What follows belongs to an exercise in optimizing a design on an open flow for small area, a short achievable clock period and few clock cycles per item; a production flow would make more cautious choices.
In this exercise RTL edits were held to simulation tests only and were not proved equivalent to the original.

==> design/flow/design.v <==
module booth (
    input  wire        clk  ,
    input  wire        rst_n,
    input  wire [15:0] x    ,
    input  wire [15:0] y    ,
    input  wire        start,
    output reg  [31:0] z    ,
    output wire        busy
);
assign busy = 1'b0;
wire signed [15:0] xs = x;
wire signed [15:0] ys = y;
wire signed [31:0] p  = xs * ys;
always @(posedge clk)
    if (start)
        z <= p;
endmodule
==> design/flow/run.sh <==
#!/bin/bash
# synth_recipe.tcl (not shown) runs the flow's synth.tcl, then flattens the netlist and writes it again
# the make line also repeats each setting of config.mk as NAME=value (left out here)
make -C /OpenROAD-flow-scripts/flow DESIGN_CONFIG=/design/flow/config.mk WORK_HOME=/design/flow/orfs CLKGATE_MAP_FILE= SYNTH_SCRIPT=/design/flow/synth_recipe.tcl finish
==> design/flow/config.mk <==
export PLATFORM = sky130hd
export DESIGN_NAME = booth
export DESIGN_NICKNAME = booth
export VERILOG_FILES = /design/flow/design.v
export SDC_FILE = /design/flow/constraint.sdc
export NUM_CORES = 4
export LEC_CHECK = 0
export CAP_MARGIN = 20
export CORE_MARGIN = 2
export CORE_UTILIZATION = 40
export SLEW_MARGIN = 20
==> design/flow/constraint.sdc <==
create_clock -name core_clock -period 4.0 [get_ports {clk}]
set_input_delay 0.8000 -clock core_clock [delete_from_list [all_inputs] [get_ports {clk}]]
set_output_delay 0.8000 -clock core_clock [all_outputs]
set_load 0.01 [all_outputs]
==> run notes <==
global-route wire length before repair: 48,600 um
core box area: 0.0268 sq mm
DRT iter0 DRCs: 302
commonest non-fill, non-tap cells in the layout: 252 x inv_1, 239 x fa_1, 183 x buf_4, 96 x nand2_1, 87 x and2_1
Multi-input gate area: 0.00955 sq mm
most common cell after layout, fill and taps aside: inv_1
final setup margin: -1970 ps
CP Class: input port to flop
antenna-violating nets left: 0
SO Viols: negative setup slack
Regs by FF count: z (32)
Global Route Usage Sum: 0.220
CP peak stage delay: 540 ps
RePlAce Congestion: 0.834
Final TNS setup: -39,360 ps
CTS tree: yes
Die Ht: 169 um
die area: 0.0285 sq mm
area leader, netlist: fa_1
maxcap violations: 0
fraction of post-synthesis cell area in the top cell type by area: 0.483
post-layout min period: 5970 ps
largest cells by area after synthesis: fa_1 48%, inv_1 9.9%, ha_1 9.4%
Cell Area, Synth: 0.0109 sq mm
#FFs+latches synth: 32
DRC Markers: 0
synth unique cells: 42
f_max: 167 MHz
Biggest register: z
# fillers: 2,275
Max Slew Vio Count: 0
final setup fails: 26
cts bufs inserted: 5
pre-CTS WS: -2720 ps
Cells after Synth: 1,124
Worst EP required: 4030 ps
crit share post-route: 1.49
Starting Density: 0.405
ANT cells: 0
# nets final: 1,806
most used cell, CP: fa_1
layout cells sized above 1: 0.360
Syn Nets: 1,503
antenna violations before repair: 0
warnings from Yosys: 1
PortBufs: 65
drt pass-1 iters: 4
vias in the first global route: 10,100
grt total ovfl: 0
clk sinks: 32
Reg clk slew, reported paths: 50 ps
Boundary Pins: 68
CP endpoint kind: flop
startpoint types: input port
CP max FO: 5
CP arrival: 6000 ps
RSZ-0062 raised after global routing: true
DR vias/cell: 4.87
DR vias: 8,609
syn_area_per_cell: 9.66 sq um
hold_buf cts: 0
WL/cell: 16.2 um
pin count of the biggest net entering global routing: 33
Slowest cell on crit path: fa_1
Rows: 60
register area: 961 sq um
Tightest Hold Check Type: input port to flop
sequential fraction of the synthesis area: 0.0885
max FFs per register: 32
synth-to-layout area growth: 42.9%
CTS Buffer Depth: 2
DPL Wire Length: 22,100 um
status: finished with violations
H-tree level count: 2
critical path cell sequence: buf_12, buf_12, buf_4, buf_6, buf_6, and2_4, fa_1, fa_1, ha_4, inv_2, fa_1, fa_1, fa_1, inv_2, ha_4, or4_4, o21ai_4, buf_4, a2111oi_4, o21ai_2, o21ai_4, a21o_1, a21o_1, xor2_1
die width: 169 um
Fin. Hold Viols: 0
routed wire length: 28,700 um
root buf cell: clkbuf_16
worst max-delay path: cells and delay by family:
kind            cells  cell delay (ps)
fa+ha+maj           7             2800
compound gates      6              800
buf+inv             8              790
simple gates        2              670
xor+xnor            1              130
logic make-up (layout without fill, tap and decap cells):
family	Yosys count	count (layout)	synth area share
fa+ha+maj	344	344	0.577
other cells	1	1	0.000345
simple gates	307	307	0.141
compound gates	80	80	0.0507
xor+xnor	36	36	0.0290
flops	32	32	0.0885
buf+inv	324	627	0.113
per-layer routing:
layer  GRT usage  wire, um  up-vias
met5           0         0        -
met3      0.0346      1430       73
met2       0.424     15700      191
li1            -         -     3906
met4      0.0645      1050        0
met1       0.248     10500     4439
cell usage after synthesis, drive strengths merged:
cell type / instances
fa: 262
xor2: 10
o41ai: 1
o21a: 3
a21o: 18
a31oi: 3
o211ai: 2
conb: 1
and2: 122
ha: 82
nand2b: 6
a2111oi: 1
clkbuf: 31
nor3: 4
nand3: 5
o21bai: 2
a31o: 1
xnor2: 26
nand4: 3
inv: 287
buf: 6
nor3b: 1
a21oi: 25
nor2b: 2
and3: 4
o311ai: 1
o21ai: 18
edfxtp: 32
or4: 1
a211oi: 4
o31ai: 1
nand2: 131
nor2: 26
and4: 2
stage by stage:
step | cell area [sq um] | util | hold WS [ps] | std cells
3_5_place_dp | 13700 | 0.510 | 1610 | 1660
6_report | 15500 | 0.579 | 1260 | 1768
2_1_floorplan | 11500 | - | 912 | 1124
4_1_cts | 15100 | 0.565 | 1250 | 1757
3_3_place_gp | 13700 | 0.510 | 1610 | 1660
5_1_grt | 15500 | 0.579 | 1280 | 1768
repair_timing:
action                                  in CTS  in global routing
gates resized for setup                    268                127
endpoints found under the setup margin      27                 27
gates cloned                                 8                  2
pin swaps                                  113                110
endpoints found under the hold margin        0                  0
buffers inserted                            83                 19
final timing paths:
kind | from | to | slack, ps | cells after the start
hold / removal | y[1] | z[1]$_DFFE_PP_ | 1260 | 5
setup / recovery | x[7] | z[23]$_DFFE_PP_ | -1970 | 24
layout make-up:
type                    count  area share
multi-input cells         768       0.615
well taps                 341      0.0275
clock inverters             1    0.000323
flip-flops and latches     32      0.0619
repair buffers            333       0.217
clock buffers               6     0.00831
inverters                 287      0.0698
Testbench counts, summed over its fixed seeds: cycles 3,200, items 3,200.

==> port drivers added, routing unchanged <==
The flow's constraints put no driver on any port. The routed layout listed below was extracted and timed again, unchanged, in two steps. Step 1, drivers: a clkbuf_16 drives clk and a buf_2 each remaining input, both assumed. Step 2 moves the port delays by t, midway between the first and last clock arrival at a register: inputs arrive t later, outputs are due t later. That takes back most of the time a late clock gives input paths. a / b / c = ideal / step 1 / step 2; a / b = the first two.
t (ns): 0.317
setup slack, ns: -1.970 / -1.975 / -2.292
hold slack, ns: 1.255 / 1.240 / 1.557
clock arrival spread, ns: 0.007 / 0.007
For this run, drivers alone change the setup slack by -0.005 ns; drivers and shift together by -0.322 ns.
